From an optimization exercise on the open Yosys and OpenROAD flow, aimed at small area; shortcuts taken in it are not production practice. At most, simulation tests tie the RTL to the original design; equivalence was not proved. Power figures rest on the tool's default switching activity, not on a simulated workload.

==> flow/design.v <==
module sync_block (
    input         clock,
    input         reset,
    input  [7:0]  strategy_sel,
    input         start,
    input         fg_opto,
    input         phase,
    input         wire_sensor,
    input         detector_ready,
    input  [31:0] fg_open_delay,
    input  [31:0] detector_ready_timeout,
    input  [31:0] phase_shift,
    input  [31:0] detonate_len,
    input  [31:0] trigger_len,
    output        detonator_triggered,
    output        output_trigger,
    output        valid_scenario,
    output [7:0]  scenario_state
);
wire s0 = (strategy_sel == 8'd0);
wire s1 = (strategy_sel == 8'd1);
wire s2 = (strategy_sel == 8'd2);
wire s3 = (strategy_sel == 8'd3);
wire s4 = (strategy_sel == 8'd4);
wire valid = s1 | s2 | s3 | s4;
reg [3:0]  st;
reg [31:0] cnt;
reg        det, trig;
reg        start_p, fg_p, wire_p, phase_p;
wire start_e = start & ~start_p;
wire fg_e    = fg_opto & ~fg_p;
wire wire_e  = wire_sensor & ~wire_p;
wire phase_e = phase & ~phase_p;
wire is_fgo  = (st == 4'd2);                                    
wire is_det  = (s1 | s3) & (st == 4'd3);
wire is_tp   = (s1 & st == 4'd5) | (s2 & st == 4'd3) | (s3 & st == 4'd7) | (s4 & st == 4'd5);
wire is_wpd  = (s3 & st == 4'd6) | (s4 & st == 4'd4);
wire is_db   = (s1 & st == 4'd6) | (s3 & st == 4'd8);
wire is_dw   = (s1 & st == 4'd7) | (s3 & st == 4'd9);
wire is_test = s0 & st[0];
wire [31:0] lim = ({32{is_fgo}} & fg_open_delay) | ({32{is_det}} & detonate_len) |
                  ({32{is_tp}} & trigger_len) | ({32{is_wpd}} & phase_shift) |
                  ({32{is_dw}} & detector_ready_timeout);
wire lt  = cnt < lim;
wire inc = is_test | ((is_fgo | is_det | is_tp | is_wpd) & lt) | (is_dw & lt & ~detector_ready);
wire keep = inc | is_tp | is_db;
reg [3:0] st_n;
always @(*) begin
    st_n = st;
    if (s0) begin
        if (st == 4'd0 && start) st_n = 4'd1;
    end else if (valid) begin
        case (st)
            4'd0: if (start_e) st_n = 4'd1;
            4'd1: if (fg_e) st_n = 4'd2;
            4'd2: if (!lt) st_n = 4'd3;
            default: ;
        endcase
        if (is_det & !lt) st_n = 4'd4;
        if (is_tp & !lt) st_n = (s1 | s3) ? st + 4'd1 : 4'd0;
        if (is_wpd & !lt) st_n = st + 4'd1;
        if (s3 & st == 4'd4 & wire_e) st_n = 4'd5;
        if (s1 & st == 4'd4 & wire_e) st_n = 4'd5;
        if ((s3 & st == 4'd5 | s4 & st == 4'd3) & phase_e) st_n = st + 4'd1;
        if (is_db & ~detector_ready) st_n = st + 4'd1;
        if (is_dw & ~(lt & ~detector_ready)) st_n = st + 4'd1;
        if ((s1 & st == 4'd8 | s3 & st == 4'd10) & ~start) st_n = 4'd0;
    end
end
always @(posedge clock) begin
    start_p <= start;
    fg_p    <= fg_opto;
    wire_p  <= wire_sensor;
    phase_p <= phase;
    cnt <= (cnt + {31'd0, inc}) & {32{keep & ~reset}};
    if (reset) begin
        st   <= 4'd0;
        det  <= 1'b0;
        trig <= 1'b0;
    end else begin
        st   <= st_n;
        det  <= is_det & lt;
        trig <= (is_tp & lt) | (s3 & is_wpd & ~lt);
    end
end
assign detonator_triggered = det;
assign output_trigger      = trig;
assign valid_scenario      = valid;
assign scenario_state      = {cnt[6:3] & {4{s0}}, (cnt[2:0] & {3{s0}}) | st[3:1], st[0]};
endmodule
clock: 6.0 ns
lec_check: 0
cap_margin: 20
core_margin: 2
core_utilization: 40
gpl_timing_driven: 0
slew_margin: 20
standard.sh (not shown) runs the stock make flow with config.mk's settings and CLKGATE_MAP_FILE= SYNTH_SCRIPT=/design/flow/synth_recipe.tcl, a recipe that flattens the netlist after the stock synthesis.
==> flow/flow/run.sh <==
#!/bin/bash
# Standard layout, with two changes:
#  - the port buffers use the smallest buffer cell (buf_1);
#  - synthesis maps logic with an area-oriented ABC script (flow/abc_area.script).
# Every tool's output goes to a log file in this folder.
set -euo pipefail
HERE=$(pwd)
mkdir -p "$HERE/scripts"
cp -r "$FLOW_HOME/scripts/." "$HERE/scripts/"
cp "$HERE/flow/abc_area.script" "$HERE/scripts/abc_area.script"
export SCRIPTS_DIR="$HERE/scripts"
export ABC_AREA=1
export BUFFER_PORTS_ARGS="-buffer_cell sky130_fd_sc_hd__buf_1"
bash standard.sh > standard_flow.log 2>&1
==> flow/flow/abc_area.script <==
strash
&get -n
&st
&dch
&nf -a
&put
topo
Edit:
--- a/flow/design.v
+++ b/flow/design.v
@@ -39,11 +39,17 @@
 wire is_dw   = (s1 & st == 4'd7) | (s3 & st == 4'd9);
 wire is_test = s0 & st[0];
 wire [31:0] lim = ({32{is_fgo}} & fg_open_delay) | ({32{is_det}} & detonate_len) |
                   ({32{is_tp}} & trigger_len) | ({32{is_wpd}} & phase_shift) |
                   ({32{is_dw}} & detector_ready_timeout);
-wire lt  = cnt < lim;
+wire [32:0] bw;
+assign bw[0] = 1'b0;
+genvar gi;
+generate for (gi = 0; gi < 32; gi = gi + 1) begin : g_lt
+    assign bw[gi+1] = (~cnt[gi] & lim[gi]) | (~cnt[gi] & bw[gi]) | (lim[gi] & bw[gi]);
+end endgenerate
+wire lt = bw[32];
 wire inc = is_test | ((is_fgo | is_det | is_tp | is_wpd) & lt) | (is_dw & lt & ~detector_ready);
 wire keep = inc | is_tp | is_db;
 reg [3:0] st_n;
 always @(*) begin
     st_n = st;
- With this change the flow completed, yet does not pass: setup timing
- clock power hardly moves
- area after synthesis fell by 11%
- routed wire length falls by 16%
- total power stays flat
- clock skew falls by 0.0052 ns
- worst hold slack gets better by 0.018 ns
- combinational power rose by 4.1%
Function was not checked in any run of this note: the RTL went through the layout flow alone.

========
Another version of the RTL of sync_block (not shown whole).
Size: roughly 530 cells after synthesis, about 42 flip-flops, ~0.0035 mm2 of cells after synthesis.
==> module sync_block, before the edit <==
module sync_block (
    input         clock,
    input         reset,
    input  [7:0]  strategy_sel,
    input         start,
    input         fg_opto,
    input         phase,
    input         wire_sensor,
    input         detector_ready,
    input  [31:0] fg_open_delay,
    input  [31:0] detector_ready_timeout,
    input  [31:0] phase_shift,
    input  [31:0] detonate_len,
    input  [31:0] trigger_len,
    output        detonator_triggered,
    output        output_trigger,
    output        valid_scenario,
    output [7:0]  scenario_state
);
localparam [3:0] IDLE = 4'd0, FG_WAIT_OPTO = 4'd1, FG_WAIT_OPEN = 4'd2, DETONATE = 4'd3,
                 WIRE_TRIGGER = 4'd4, WAIT_PHASE_FRONT = 4'd5, WAIT_PHASE_DELAY = 4'd6,
                 TRIGGER_PROLONG = 4'd7, DETECTOR_BUSY = 4'd8, DETECTOR_WAIT = 4'd9,
                 DETECTOR_FINISHED = 4'd10;
wire s0 = (strategy_sel == 8'd0);
wire s1 = (strategy_sel == 8'd1);
wire s2 = (strategy_sel == 8'd2);
wire s3 = (strategy_sel == 8'd3);
wire s4 = (strategy_sel == 8'd4);
wire valid = s1 | s2 | s3 | s4;
reg [3:0]  st;       
reg [31:0] cnt;
reg        det, trig;
reg        start_p, fg_p, wire_p, phase_p;
wire start_e = start & ~start_p;
wire fg_e    = fg_opto & ~fg_p;
wire wire_e  = wire_sensor & ~wire_p;
wire phase_e = phase & ~phase_p;
wire is_fgo  = (st == FG_WAIT_OPEN);
wire is_det  = (st == DETONATE);
wire is_wpd  = (st == WAIT_PHASE_DELAY);
wire is_tp   = (st == TRIGGER_PROLONG);
wire is_db   = (st == DETECTOR_BUSY);
wire is_dw   = (st == DETECTOR_WAIT);
wire is_test = s0 & st[0];
wire [31:0] lim = ({32{is_fgo}} & fg_open_delay) | ({32{is_det}} & detonate_len) |
                  ({32{is_tp}} & trigger_len) | ({32{is_wpd}} & phase_shift) |
                  ({32{is_dw}} & detector_ready_timeout);
wire [3:0] glt, geq;
genvar gi, gj;
generate for (gj = 0; gj < 4; gj = gj + 1) begin : g_grp
    wire [8:0] bw;
    assign bw[0] = 1'b0;
    for (gi = 0; gi < 8; gi = gi + 1) begin : g_bit
        wire c = cnt[8*gj+gi], l = lim[8*gj+gi];
        assign bw[gi+1] = (~c & l) | (~c & bw[gi]) | (l & bw[gi]);
    end
    assign glt[gj] = bw[8];
    assign geq[gj] = (cnt[8*gj+7:8*gj] == lim[8*gj+7:8*gj]);
end endgenerate
wire lt = glt[3] | geq[3] & (glt[2] | geq[2] & (glt[1] | geq[1] & glt[0]));
wire inc  = is_test | ((is_fgo | is_det | is_tp | is_wpd) & lt) | (is_dw & lt & ~detector_ready);
wire keep = inc | is_tp | is_db;
wire [31:0] all_ones_below;
assign all_ones_below[0] = 1'b1;
generate for (gi = 1; gi < 32; gi = gi + 1) begin : g_inc
    assign all_ones_below[gi] = all_ones_below[gi-1] & cnt[gi-1];
end endgenerate
reg [3:0] st_n;
always @(*) begin
    st_n = st;
    if (s0) begin
        if (st == IDLE && start) st_n = FG_WAIT_OPTO;
    end else if (valid) begin
        case (st)
            IDLE:              if (start_e) st_n = FG_WAIT_OPTO;
            FG_WAIT_OPTO:      if (fg_e) st_n = FG_WAIT_OPEN;
            FG_WAIT_OPEN:      if (!lt) st_n = s2 ? TRIGGER_PROLONG : s4 ? WAIT_PHASE_FRONT : DETONATE;
            DETONATE:          if (!lt) st_n = WIRE_TRIGGER;
            WIRE_TRIGGER:      if (wire_e) st_n = s1 ? TRIGGER_PROLONG : WAIT_PHASE_FRONT;
            WAIT_PHASE_FRONT:  if (phase_e) st_n = WAIT_PHASE_DELAY;
            WAIT_PHASE_DELAY:  if (!lt) st_n = TRIGGER_PROLONG;
            TRIGGER_PROLONG:   if (!lt) st_n = (s2 | s4) ? IDLE : DETECTOR_BUSY;
            DETECTOR_BUSY:     if (~detector_ready) st_n = DETECTOR_WAIT;
            DETECTOR_WAIT:     if (!(lt & ~detector_ready)) st_n = DETECTOR_FINISHED;
            DETECTOR_FINISHED: if (~start) st_n = IDLE;
            default:           st_n = IDLE;
        endcase
    end
end
always @(posedge clock) begin
    start_p <= start;
    fg_p    <= fg_opto;
    wire_p  <= wire_sensor;
    phase_p <= phase;
    cnt <= (cnt ^ ({32{inc}} & all_ones_below)) & {32{keep & ~reset}};
    if (reset) begin
        st   <= IDLE;
        det  <= 1'b0;
        trig <= 1'b0;
    end else begin
        st   <= st_n;
        det  <= is_det & lt;
        trig <= (is_tp & lt) | (s3 & is_wpd & ~lt);
    end
end
reg [3:0] st_out;
always @(*) begin
    st_out = st;
    if (s1 & st[3]) st_out = st - 4'd2;                    
    if (s1 & st == TRIGGER_PROLONG) st_out = 4'd5;
    if (s2 & st == TRIGGER_PROLONG) st_out = 4'd3;
    if (s4 & st[2] & (st[1] | st[0])) st_out = st - 4'd2;  
end
assign detonator_triggered = det;
assign output_trigger      = trig;
assign valid_scenario      = valid;
assign scenario_state      = {cnt[6:3] & {4{s0}}, (cnt[2:0] & {3{s0}}) | st_out[3:1], st_out[0]};
endmodule
==> flow/config.mk <==
export PLATFORM = sky130hd
export DESIGN_NAME = sync_block
export DESIGN_NICKNAME = sync_block
export VERILOG_FILES = /design/flow/design.v
export SDC_FILE = /design/flow/constraint.sdc
export NUM_CORES = 4
export LEC_CHECK = 0
export CAP_MARGIN = 20
export CORE_MARGIN = 2
export CORE_UTILIZATION = 40
export GPL_TIMING_DRIVEN = 0
export SLEW_MARGIN = 20
==> flow/constraint.sdc <==
create_clock -name core_clock -period 6.0 [get_ports {clock}]
set_input_delay 1.2000 -clock core_clock [delete_from_list [all_inputs] [get_ports {clock}]]
set_output_delay 1.2000 -clock core_clock [all_outputs]
set_load 0.01 [all_outputs]
==> flow/flow/abc_area.script <==
strash
dch
map -D 4000
topo
dnsize
Scripts as last shown in full above: flow/flow/run.sh
The first run passed the timing, DRC and antenna checks.
Next try:
--- a/flow/design.v
+++ b/flow/design.v
@@ -44,21 +44,15 @@
 wire is_test = s0 & st[0];
 wire [31:0] lim = ({32{is_fgo}} & fg_open_delay) | ({32{is_det}} & detonate_len) |
                   ({32{is_tp}} & trigger_len) | ({32{is_wpd}} & phase_shift) |
                   ({32{is_dw}} & detector_ready_timeout);
-wire [3:0] glt, geq;
-genvar gi, gj;
-generate for (gj = 0; gj < 4; gj = gj + 1) begin : g_grp
-    wire [8:0] bw;
-    assign bw[0] = 1'b0;
-    for (gi = 0; gi < 8; gi = gi + 1) begin : g_bit
-        wire c = cnt[8*gj+gi], l = lim[8*gj+gi];
-        assign bw[gi+1] = (~c & l) | (~c & bw[gi]) | (l & bw[gi]);
-    end
-    assign glt[gj] = bw[8];
-    assign geq[gj] = (cnt[8*gj+7:8*gj] == lim[8*gj+7:8*gj]);
+wire [32:0] bw;
+assign bw[0] = 1'b0;
+genvar gi;
+generate for (gi = 0; gi < 32; gi = gi + 1) begin : g_lt
+    assign bw[gi+1] = (~cnt[gi] & lim[gi]) | (~cnt[gi] & bw[gi]) | (lim[gi] & bw[gi]);
 end endgenerate
-wire lt = glt[3] | geq[3] & (glt[2] | geq[2] & (glt[1] | geq[1] & glt[0]));
+wire lt = bw[32];
 wire inc  = is_test | ((is_fgo | is_det | is_tp | is_wpd) & lt) | (is_dw & lt & ~detector_ready);
 wire keep = inc | is_tp | is_db;
 wire [31:0] all_ones_below;
 assign all_ones_below[0] = 1'b1;
What happened: Routed wire length goes up by about a fifth. Final area goes up by a few percent. Power went up by a few percent. Count of clock-buffer cells in the layout fell by 2. Non-clock buffer count increases by 3.
No functional check of the RTL was part of the second run of this note.

========
sync_block, a different RTL version from the one above (not shown whole).
For scale: roughly 0.0032 mm2 of cells after synthesis.
==> module sync_block, before the edit <==
module sync_block (
    input         clock,
    input         reset,
    input  [7:0]  strategy_sel,
    input         start,
    input         fg_opto,
    input         phase,
    input         wire_sensor,
    input         detector_ready,
    input  [31:0] fg_open_delay,
    input  [31:0] detector_ready_timeout,
    input  [31:0] phase_shift,
    input  [31:0] detonate_len,
    input  [31:0] trigger_len,
    output        detonator_triggered,
    output        output_trigger,
    output        valid_scenario,
    output [7:0]  scenario_state
);
localparam [3:0] IDLE = 4'd0, FG_WAIT_OPTO = 4'd1, FG_WAIT_OPEN = 4'd2, DETONATE = 4'd3,
                 WIRE_TRIGGER = 4'd4, WAIT_PHASE_FRONT = 4'd5, WAIT_PHASE_DELAY = 4'd6,
                 TRIGGER_PROLONG = 4'd7, DETECTOR_BUSY = 4'd8, DETECTOR_WAIT = 4'd9,
                 DETECTOR_FINISHED = 4'd10;
wire s0 = (strategy_sel == 8'd0);
wire s1 = (strategy_sel == 8'd1);
wire s2 = (strategy_sel == 8'd2);
wire s3 = (strategy_sel == 8'd3);
wire s4 = (strategy_sel == 8'd4);
wire valid = s1 | s2 | s3 | s4;
reg [3:0]  st;       
reg [31:0] cq;        
localparam [31:0] CPOL = 32'hFFFFFFFF;
wire [31:0] cnt = cq ^ CPOL;
reg        det, trig;
reg        start_p, fg_p, wire_p, phase_p;
wire start_e = start & ~start_p;
wire fg_e    = fg_opto & ~fg_p;
wire wire_e  = wire_sensor & ~wire_p;
wire phase_e = phase & ~phase_p;
wire is_fgo  = (st == FG_WAIT_OPEN);
wire is_det  = (st == DETONATE);
wire is_wpd  = (st == WAIT_PHASE_DELAY);
wire is_tp   = (st == TRIGGER_PROLONG);
wire is_db   = (st == DETECTOR_BUSY);
wire is_dw   = (st == DETECTOR_WAIT);
wire is_test = s0 & st[0];
wire [31:0] lim = ({32{is_fgo}} & fg_open_delay) | ({32{is_det}} & detonate_len) |
                  ({32{is_tp}} & trigger_len) | ({32{is_wpd}} & phase_shift) |
                  ({32{is_dw}} & detector_ready_timeout);
function automatic group_lt(input [31:0] c, input [31:0] l, input integer lo, input integer n);
    integer k;
    reg b;
    begin
        b = 1'b0;
        for (k = lo; k < lo + n; k = k + 1)
            b = (~c[k] & l[k]) | (~c[k] & b) | (l[k] & b);
        group_lt = b;
    end
endfunction
wire glt0 = group_lt(cnt, lim, 0, 11);
wire glt1 = group_lt(cnt, lim, 11, 7);
wire geq1 = (cnt[17:11] == lim[17:11]);
wire glt2 = group_lt(cnt, lim, 18, 7);
wire geq2 = (cnt[24:18] == lim[24:18]);
wire glt3 = group_lt(cnt, lim, 25, 7);
wire geq3 = (cnt[31:25] == lim[31:25]);
wire lt = glt3 | geq3 & (glt2 | geq2 & (glt1 | geq1 & (glt0)));
genvar gi;
wire inc  = is_test | ((is_fgo | is_det | is_tp | is_wpd) & lt) | (is_dw & lt & ~detector_ready);
wire keep = inc | is_tp | is_db;
wire [31:0] all_ones_below;
assign all_ones_below[0] = 1'b1;
generate for (gi = 1; gi < 32; gi = gi + 1) begin : g_inc
    assign all_ones_below[gi] = all_ones_below[gi-1] & cnt[gi-1];
end endgenerate
reg [3:0] st_n;
always @(*) begin
    st_n = st;
    if (s0) begin
        if (st == IDLE && start) st_n = FG_WAIT_OPTO;
    end else if (valid) begin
        case (st)
            IDLE:              if (start_e) st_n = FG_WAIT_OPTO;
            FG_WAIT_OPTO:      if (fg_e) st_n = FG_WAIT_OPEN;
            FG_WAIT_OPEN:      if (!lt) st_n = s2 ? TRIGGER_PROLONG : s4 ? WAIT_PHASE_FRONT : DETONATE;
            DETONATE:          if (!lt) st_n = WIRE_TRIGGER;
            WIRE_TRIGGER:      if (wire_e) st_n = s1 ? TRIGGER_PROLONG : WAIT_PHASE_FRONT;
            WAIT_PHASE_FRONT:  if (phase_e) st_n = WAIT_PHASE_DELAY;
            WAIT_PHASE_DELAY:  if (!lt) st_n = TRIGGER_PROLONG;
            TRIGGER_PROLONG:   if (!lt) st_n = (s2 | s4) ? IDLE : DETECTOR_BUSY;
            DETECTOR_BUSY:     if (~detector_ready) st_n = DETECTOR_WAIT;
            DETECTOR_WAIT:     if (!(lt & ~detector_ready)) st_n = DETECTOR_FINISHED;
            DETECTOR_FINISHED: if (~start) st_n = IDLE;
            default:           st_n = IDLE;
        endcase
    end
end
always @(posedge clock) begin
    start_p <= start;
    fg_p    <= fg_opto;
    wire_p  <= wire_sensor;
    phase_p <= phase;
    cq <= CPOL ^ ((cnt ^ ({32{inc}} & all_ones_below)) & {32{keep & ~reset}});
    if (reset) begin
        st   <= IDLE;
        det  <= 1'b0;
        trig <= 1'b0;
    end else begin
        st   <= st_n;
        det  <= is_det & lt;
        trig <= (is_tp & lt) | (s3 & is_wpd & ~lt);
    end
end
reg [3:0] st_out;
always @(*) begin
    st_out = st;
    if (s1 & st[3]) st_out = st - 4'd2;                    
    if (s1 & st == TRIGGER_PROLONG) st_out = 4'd5;
    if (s2 & st == TRIGGER_PROLONG) st_out = 4'd3;
    if (s4 & st[2] & (st[1] | st[0])) st_out = st - 4'd2;  
end
assign detonator_triggered = det;
assign output_trigger      = trig;
assign valid_scenario      = valid;
assign scenario_state      = {cnt[6:3] & {4{s0}}, (cnt[2:0] & {3{s0}}) | st_out[3:1], st_out[0]};
endmodule
==> flow/config.mk <==
export PLATFORM = sky130hd
export DESIGN_NAME = sync_block
export DESIGN_NICKNAME = sync_block
export VERILOG_FILES = /design/flow/design.v
export SDC_FILE = /design/flow/constraint.sdc
export NUM_CORES = 4
export LEC_CHECK = 0
export CAP_MARGIN = 5
export CORE_MARGIN = 2
export CORE_UTILIZATION = 50
export GPL_TIMING_DRIVEN = 0
export PLACE_DENSITY = 0.75
export SLEW_MARGIN = 5
==> flow/constraint.sdc <==
create_clock -name core_clock -period 6.0 [get_ports {clock}]
set_input_delay 1.2000 -clock core_clock [delete_from_list [all_inputs] [get_ports {clock}]]
set_output_delay 1.2000 -clock core_clock [all_outputs]
set_load 0.01 [all_outputs]
==> flow/flow/run.sh <==
#!/bin/bash
# Standard layout, with these changes:
#  - the port buffers use the smallest buffer cell (buf_1);
#  - synthesis maps logic with an area-oriented ABC script (flow/abc_area.script);
#  - clock tree synthesis uses clkbuf_8 buffers and no dummy loads.
# Every tool's output goes to a log file in this folder.
set -euo pipefail
HERE=$(pwd)
mkdir -p "$HERE/scripts"
cp -r "$FLOW_HOME/scripts/." "$HERE/scripts/"
cp "$HERE/flow/abc_area.script" "$HERE/scripts/abc_area.script"
export SCRIPTS_DIR="$HERE/scripts"
export ABC_AREA=1
export BUFFER_PORTS_ARGS="-buffer_cell sky130_fd_sc_hd__buf_1"
export CTS_ARGS="-sink_clustering_enable -repair_clock_nets -buf_list sky130_fd_sc_hd__clkbuf_8 -dont_use_dummy_load"
bash standard.sh > standard_flow.log 2>&1
==> flow/flow/abc_area.script <==
strash
&get -n
&st
&dch
&nf -R 50
&put
topo
The starting point passed the timing, DRC and antenna checks.
==> next run, changes <==
--- a/flow/design.v
+++ b/flow/design.v
@@ -46,26 +46,35 @@
 wire is_test = s0 & st[0];
 wire [31:0] lim = ({32{is_fgo}} & fg_open_delay) | ({32{is_det}} & detonate_len) |
                   ({32{is_tp}} & trigger_len) | ({32{is_wpd}} & phase_shift) |
                   ({32{is_dw}} & detector_ready_timeout);
-function automatic group_lt(input [31:0] c, input [31:0] l, input integer lo, input integer n);
+function automatic borrow_out(input [31:0] c, input [31:0] l, input integer lo, input integer n, input bin);
     integer k;
     reg b;
     begin
-        b = 1'b0;
+        b = bin;
         for (k = lo; k < lo + n; k = k + 1)
             b = (~c[k] & l[k]) | (~c[k] & b) | (l[k] & b);
-        group_lt = b;
+        borrow_out = b;
     end
 endfunction
-wire glt0 = group_lt(cnt, lim, 0, 11);
-wire glt1 = group_lt(cnt, lim, 11, 7);
-wire geq1 = (cnt[17:11] == lim[17:11]);
-wire glt2 = group_lt(cnt, lim, 18, 7);
-wire geq2 = (cnt[24:18] == lim[24:18]);
-wire glt3 = group_lt(cnt, lim, 25, 7);
-wire geq3 = (cnt[31:25] == lim[31:25]);
-wire lt = glt3 | geq3 & (glt2 | geq2 & (glt1 | geq1 & (glt0)));
+wire bs0 = borrow_out(cnt, lim, 0, 5, 1'b0);
+wire bs1_0 = borrow_out(cnt, lim, 5, 5, 1'b0);
+wire bs1_1 = borrow_out(cnt, lim, 5, 5, 1'b1);
+wire bs1 = bs0 ? bs1_1 : bs1_0;
+wire bs2_0 = borrow_out(cnt, lim, 10, 5, 1'b0);
+wire bs2_1 = borrow_out(cnt, lim, 10, 5, 1'b1);
+wire bs2 = bs1 ? bs2_1 : bs2_0;
+wire bs3_0 = borrow_out(cnt, lim, 15, 5, 1'b0);
+wire bs3_1 = borrow_out(cnt, lim, 15, 5, 1'b1);
+wire bs3 = bs2 ? bs3_1 : bs3_0;
+wire bs4_0 = borrow_out(cnt, lim, 20, 6, 1'b0);
+wire bs4_1 = borrow_out(cnt, lim, 20, 6, 1'b1);
+wire bs4 = bs3 ? bs4_1 : bs4_0;
+wire bs5_0 = borrow_out(cnt, lim, 26, 6, 1'b0);
+wire bs5_1 = borrow_out(cnt, lim, 26, 6, 1'b1);
+wire bs5 = bs4 ? bs5_1 : bs5_0;
+wire lt = bs5;
 genvar gi;
 wire inc  = is_test | ((is_fgo | is_det | is_tp | is_wpd) & lt) | (is_dw & lt & ~detector_ready);
 wire keep = inc | is_tp | is_db;
 wire [31:0] all_ones_below;
The changed run finished with negative setup slack left.
Cell area went down by about 3.3%.
Worst setup slack degrades by 0.54 ns.
Non-clock buffer count went down by 11.
Die area went down by about 2.3%.
Synthesized area went down by about 2.4%.
Final cell count went up by about 0.7%.
Flip-flop and latch count does not change.
Power is about the same.
Wire length went down by about 7.5%.
Worst hold slack improves by 0.012 ns.
Register-to-register slack degrades by 0.51 ns.
No run of this note included a check of the RTL's function; only the layout flow was run.

-- port drivers added, routing unchanged --
In the flow no input, the clock included, has a driving cell. The finished layouts below were timed again as built, in two steps. Step 1: set_driving_cell puts a clkbuf_16 on clock and a buf_2 on each other input, an assumption about the parent block. Step 2 adds t to the input delays and takes it off the output delays; t is the mean of the earliest and latest rising clock arrival at the registers after step 1. Input paths then give back, and output paths get back, about the clock's delay inside the block. Slacks: no drivers / after step 1 / after step 2; pairs: no drivers / after step 1.
run | t (ns) | setup slack, ns | worst register clock-pin slew, ns
the first run of note 1 | 0.327 | 0.088 / 0.088 / -0.239 | 0.09 / 0.09
the second run of note 1 | 0.321 | -3.004 / -3.009 / -3.330 | 0.08 / 0.08
the first run of note 2 | 0.319 | 0.667 / 0.667 / 0.585 | 0.08 / 0.08
the second run of note 2 | 0.334 | 0.461 / 0.461 / 0.158 | 0.09 / 0.09
the first run of note 3 | 0.324 | 0.463 / 0.463 / 0.146 | 0.09 / 0.09
the second run of note 3 | 0.316 | -0.077 / -0.070 / -0.386 | 0.08 / 0.08
With both steps, setup timing fails in the first run of note 1, where it was met with ideal ports. For the first run of note 1, which loses most, drivers alone change the setup slack by 0.000 ns; drivers and shift together by -0.327 ns.
